Background: an optimization exercise with open tools, aiming at small area, a short achievable clock period and few clock cycles per item. Do not read the settings as production practice. The RTL was checked by simulation tests, not by an equivalence proof against the original design. Power and IR drop assume default switching activity.

## run E
Design mul_fu, start of the top module:
module mul_fu (
    input  logic        clk,
    input  logic        rst_n,
    input  logic        in_valid,
    input  logic [3:0]  in_ctrl,
    input  logic [31:0] in_a,
    input  logic [31:0] in_b,
    input  logic [6:0]  in_tag,
    output logic        in_ready,
    output logic        out_req,
    output logic [6:0]  out_tag,
    output logic [31:0] out_data,
    input  logic        out_grant
);
Size in the first run: roughly 120 I/O pins, ~22000 sq um of cells after synthesis.
export LEC_CHECK = 0
export ABC_CLOCK_PERIOD_IN_PS = 2500
export CAP_MARGIN = 30
export CORE_MARGIN = 2
export CORE_UTILIZATION = 60
export CTS_BUF_LIST = sky130_fd_sc_hd__clkbuf_4 sky130_fd_sc_hd__clkbuf_8
export SLEW_MARGIN = 50
export SYNTH_HIERARCHICAL = 1
export SYNTH_MINIMUM_KEEP_SIZE = 0
create_clock -name core_clock -period 10.0 [get_ports {clk}]
standard.sh (not shown) runs the stock make flow with config.mk's settings and CLKGATE_MAP_FILE= SYNTH_SCRIPT=/design/flow/synth_recipe.tcl, a recipe that flattens the netlist after the stock synthesis.
==> flow/flow/run.sh <==
#!/bin/bash
# Standard ORFS layout (the standard.sh), with the port buffers made plain
# buffers (buf_2) instead of the delay buffer buffer_ports picks by default.
set -euo pipefail
bash standard.sh synth > synth.log 2>&1
bash standard.sh BUFFER_PORTS_ARGS="-buffer_cell sky130_fd_sc_hd__buf_2" finish > layout.log 2>&1
Testbench counts of run E, summed over its fixed seeds: cycles 2,374, items 2,048.
The inputs of run A differ from those of run E as listed below.
- SLEW_MARGIN: 50 -> 70
- CAP_MARGIN: 30 -> 50
- CORE_UTILIZATION: 60 -> 40
Results
Run A went all the way through synthesis, placement and routing and the layout is clean on timing, DRC and antenna.
[compare] base=run E new=run A: maximum ir drop on the vdd rail fell by 0.031 mV; power share of the clock group moved up; antenna diode count moved up; total CTS buffers went up by 4.0%; share of the final layout cell area in sequential cells has decreased.
Summary of run A over run E: cell area went up; post-route worst setup slack went down; overall die area went up; wire length of the first global-routing pass went up.
Cell area reported after detailed placement (higher): run A
The run with more routed wire is run A, not run E.

Starting RTL as in the previous note.
export LEC_CHECK = 0
export ABC_CLOCK_PERIOD_IN_PS = 2500
export CAP_MARGIN = 50
export CORE_MARGIN = 2
export CORE_UTILIZATION = 60
export CTS_BUF_LIST = sky130_fd_sc_hd__clkbuf_4 sky130_fd_sc_hd__clkbuf_8
export SLEW_MARGIN = 70
export SYNTH_HIERARCHICAL = 1
export SYNTH_MINIMUM_KEEP_SIZE = 0
create_clock -name core_clock -period 10.0 [get_ports {clk}]
Scripts as last shown in full above: flow/flow/run.sh
The baseline completed without violations.
Testbench counts at the start, summed over its fixed seeds: cycles 2,374, items 2,048.
Next try:
CAP_MARGIN = 30   (was 50)
CTS_BUF_LIST = sky130_fd_sc_hd__clkbuf_8 sky130_fd_sc_hd__clkbuf_16   (was sky130_fd_sc_hd__clkbuf_4 sky130_fd_sc_hd__clkbuf_8)
CTS_CLUSTER_DIAMETER = 80   (was unset)
CTS_CLUSTER_SIZE = 30   (was unset)
SLEW_MARGIN = 50   (was 70)
What happened: Clock power went down by 34%. Final cell count went down by 4.9%. Sequential power hardly moves. Wire length went down by about 3%. Total power went down by 6.8%. Die area does not change. Setup slack gains 0.16 ns. Critical path depth went down by 3. Maximum frequency went up by about 4.5%. Global-route usage went down by 0.87 points. Cell area went down by 4.6%.
Next try:
CORE_UTILIZATION = 70   (was 60)
CTS_BUF_LIST = sky130_fd_sc_hd__clkbuf_4 sky130_fd_sc_hd__clkbuf_8   (was sky130_fd_sc_hd__clkbuf_8 sky130_fd_sc_hd__clkbuf_16)
CTS_CLUSTER_DIAMETER = unset   (was 80)
CTS_CLUSTER_SIZE = unset   (was 30)
PLACE_DENSITY = 0.75   (was unset)
Result: The changed run finished with timing, DRC and antenna clean. Worst hold slack degrades by 0.0084 ns. Routed wire length went down slightly. Clock skew went down by 0.012 ns. Utilization went up by 12 points. Total power went up by a few percent. Sequential power hardly moves. Final area went up slightly.

mul_fu, a different RTL version from the one above (not shown whole).
Size: ~2000 cells after synthesis, ~120 I/O pins, ~0.022 mm2 of cells after synthesis.
// mul_fu
module mul_fu (
    input  logic        clk,
    input  logic        rst_n,
    input  logic        in_valid,
    input  logic [3:0]  in_ctrl,
    input  logic [31:0] in_a,
    input  logic [31:0] in_b,
    input  logic [6:0]  in_tag,
    output logic        in_ready,
    output logic        out_req,
    output logic [6:0]  out_tag,
    output logic [31:0] out_data,
    input  logic        out_grant
);
export LEC_CHECK = 0
export ABC_CLOCK_PERIOD_IN_PS = 2500
export CAP_MARGIN = 30
export CORE_MARGIN = 2
export CORE_UTILIZATION = 60
export CTS_BUF_LIST = sky130_fd_sc_hd__clkbuf_4 sky130_fd_sc_hd__clkbuf_8
export CTS_CLUSTER_DIAMETER = 50
export CTS_CLUSTER_SIZE = 16
export SLEW_MARGIN = 50
export SYNTH_HIERARCHICAL = 1
export SYNTH_MINIMUM_KEEP_SIZE = 0
create_clock -name core_clock -period 10.0 [get_ports {clk}]
Scripts as last shown in full above: flow/flow/run.sh
Testbench counts at the start, summed over its fixed seeds: cycles 2,374, items 2,048.
Change:
- CTS_CLUSTER_DIAMETER: 50 -> not set
- CTS_CLUSTER_SIZE: 16 -> not set
What happened: The new run ran to the end with no violations; die area does not change; wire length went up slightly; power went up by a few percent; worst setup slack improved by 0.035 ns; global-route usage went up by 0.46 points; worst hold slack got worse by 0.0065 ns; final area went up slightly.
Change:
- CAP_MARGIN: 30 -> 20
- SLEW_MARGIN: 50 -> 35
Outcome: Combinational power is about the same; die area is unchanged; setup slack got worse by 0.22 ns; first-iteration DRC count falls by 12%; utilization is lower by 0.36 points.

## lane 1
RTL: one of the versions met above, not the one the previous note started from.
For scale: ~1,800 cells after synthesis, ~300 flip-flops, ~120 I/O pins, roughly 22,000 sq um of cells after synthesis.
clock: 10.0 ns
lec_check: 0
abc_clock_period_in_ps: 2500
cap_margin: 30
core_margin: 2
core_utilization: 60
cts_buf_list: sky130_fd_sc_hd__clkbuf_8 sky130_fd_sc_hd__clkbuf_16
cts_cluster_diameter: 60
cts_cluster_size: 20
slew_margin: 50
synth_hierarchical: 1
synth_minimum_keep_size: 0
Scripts as last shown in full above: flow/flow/run.sh
Both conditions hold for lane 1: the flow ran to the end and the final layout passed the timing, design-rule and antenna checks.
Testbench counts of lane 1, summed over its fixed seeds: cycles 2,374, items 2,048.
The following lists how lane 2 was set up differently from lane 1:
# lane 1
export LEC_CHECK = 0
export ABC_CLOCK_PERIOD_IN_PS = 2500
export CAP_MARGIN = 30
export CORE_MARGIN = 2
export CORE_UTILIZATION = 60
export CTS_BUF_LIST = sky130_fd_sc_hd__clkbuf_8 sky130_fd_sc_hd__clkbuf_16
export CTS_CLUSTER_DIAMETER = 60
export CTS_CLUSTER_SIZE = 20
export SLEW_MARGIN = 50
export SYNTH_HIERARCHICAL = 1
export SYNTH_MINIMUM_KEEP_SIZE = 0
create_clock -name core_clock -period 10.0 [get_ports {clk}]
# lane 2
export LEC_CHECK = 0
export ABC_CLOCK_PERIOD_IN_PS = 2500
export CAP_MARGIN = 20
export CORE_MARGIN = 2
export CORE_UTILIZATION = 60
export CTS_BUF_LIST = sky130_fd_sc_hd__clkbuf_4 sky130_fd_sc_hd__clkbuf_8
export SLEW_MARGIN = 20
export SYNTH_HIERARCHICAL = 1
export SYNTH_MINIMUM_KEEP_SIZE = 0
create_clock -name core_clock -period 10.0 [get_ports {clk}]
Delta(final worst setup slack, lane 2 - lane 1) < 0. [lane 2] met1 wire length rose about 2.8% relative to lane 1. Number of buffers added by the clock tree synthesis step: lane 2 vs lane 1 up about 90%. For post-route standard cell area excluding fillers, lane 1 and lane 2 come out practically identical. Comparing lane 1 and lane 2, the lower achievable clock frequency is on lane 2. Number of antenna violations at the first check in global routing essentially unchanged between lane 2 and lane 1.
### lane 2 -> lane 3
# lane 2
export LEC_CHECK = 0
export ABC_CLOCK_PERIOD_IN_PS = 2500
export CAP_MARGIN = 20
export CORE_MARGIN = 2
export CORE_UTILIZATION = 60
export CTS_BUF_LIST = sky130_fd_sc_hd__clkbuf_4 sky130_fd_sc_hd__clkbuf_8
export SLEW_MARGIN = 20
export SYNTH_HIERARCHICAL = 1
export SYNTH_MINIMUM_KEEP_SIZE = 0
create_clock -name core_clock -period 10.0 [get_ports {clk}]
# lane 3
export LEC_CHECK = 0
export ABC_CLOCK_PERIOD_IN_PS = 2500
export CAP_MARGIN = 30
export CORE_MARGIN = 2
export CORE_UTILIZATION = 40
export CTS_BUF_LIST = sky130_fd_sc_hd__clkbuf_4 sky130_fd_sc_hd__clkbuf_8
export SLEW_MARGIN = 50
export SYNTH_HIERARCHICAL = 1
export SYNTH_MINIMUM_KEEP_SIZE = 0
create_clock -name core_clock -period 10.0 [get_ports {clk}]
==> comparison <==
Final design instance area without fill: lane 3 higher than lane 2. Taking lane 2 as the reference point, the cell count of lane 3 rises by 253. The power density over the cells of lane 3 and that of lane 2 are within noise of each other. Lane 3 | status: complete | timing, DRC, antenna: pass. The count of vias placed by the detailed router number comes out higher for lane 2 vs lane 3. Looking only at clock buffer instance count of the final layout, and setting everything else aside, the higher value of lane 2 and lane 3 goes to lane 2. Between lane 2 and lane 3, the signed area change from the synthesized netlist to the final layout is higher for lane 3.

mul_fu, a different RTL version from the one above (not shown whole).
For scale: ~1,700 cells after synthesis, about 120 I/O pins, roughly 23,000 um^2 of cells after synthesis.
clock: 10.0 ns
lec_check: 0
abc_clock_period_in_ps: 2500
cap_margin: 70
core_margin: 2
core_utilization: 40
slew_margin: 85
synth_hierarchical: 1
synth_minimum_keep_size: 0
run.sh (not shown) runs the stock make flow with config.mk's settings and CLKGATE_MAP_FILE= SYNTH_SCRIPT=/design/flow/synth_recipe.tcl, a recipe that flattens the netlist after the stock synthesis.
Stock flow here: none of the scripts above is used.
The baseline passed the timing, design-rule and antenna checks.
Testbench counts at the start, summed over its fixed seeds: cycles 2,374, items 2,048.
Edit:
--- a/flow/config.mk
+++ b/flow/config.mk
@@ -7,8 +7,8 @@
 export LEC_CHECK = 0
 export ABC_CLOCK_PERIOD_IN_PS = 2500
-export CAP_MARGIN = 70
+export CAP_MARGIN = 50
 export CORE_MARGIN = 2
 export CORE_UTILIZATION = 40
-export SLEW_MARGIN = 85
+export SLEW_MARGIN = 70
 export SYNTH_HIERARCHICAL = 1
 export SYNTH_MINIMUM_KEEP_SIZE = 0
After rerunning:
- setup slack gains 5.5 ns
- sequential power barely changes
- count of clock-buffer cells in the layout is lower by 1
- core utilization is lower by 8.3 points
- die area is unchanged
- combinational power is lower by well over a third
- first-iteration DRC count is lower by a few percent
- non-clock buffer count is lower by 274

-- separate check: timing with driven ports --
The results above use ideal ports. As a check the final layouts listed here were re-extracted and re-timed, cells and wires unchanged. Step 1, drivers: a clkbuf_16 drives clk and a buf_2 each remaining input, both assumed. Step 2, shift: input delay + t, output delay - t, t = (earliest + latest rising clock arrival at the registers) / 2. This alone moves slack from input paths to output paths. Slacks: no drivers / after step 1 / after step 2; pairs: no drivers / after step 1.
run | t (ns) | slack for setup (ns) | worst setup path at the end | cell pins on the clock port's net
run E | 0.665 | 6.502 / 6.502 / 6.502 | register to register | 1
run A | 0.685 | 6.430 / 6.430 / 6.430 | register to register | 1
the first run of note 2 | 0.680 | 6.297 / 6.297 / 6.297 | register to register | 1
the second run of note 2 | 0.581 | 6.458 / 6.458 / 6.458 | register to register | 1
the third run of note 2 | 0.625 | 6.423 / 6.423 / 6.423 | register to register | 1
the first run of note 3 | 0.685 | 6.763 / 6.711 / 6.818 | input to register | 1
the second run of note 3 | 0.673 | 6.798 / 6.746 / 6.801 | input to register | 1
the third run of note 3 | 0.671 | 6.578 / 6.578 / 6.578 | register to register | 1
lane 1 | 0.614 | 6.464 / 6.464 / 6.464 | register to register | 1
lane 2 | 0.659 | 6.368 / 6.368 / 6.368 | register to register | 1
lane 3 | 0.679 | 6.459 / 6.459 / 6.459 | register to register | 1
the first run of note 5 | 0.624 | 0.787 / 0.787 / 0.787 | register to register | 1
the second run of note 5 | 0.601 | 6.260 / 6.260 / 6.260 | register to register | 1
After both steps every run listed still meets setup and hold.
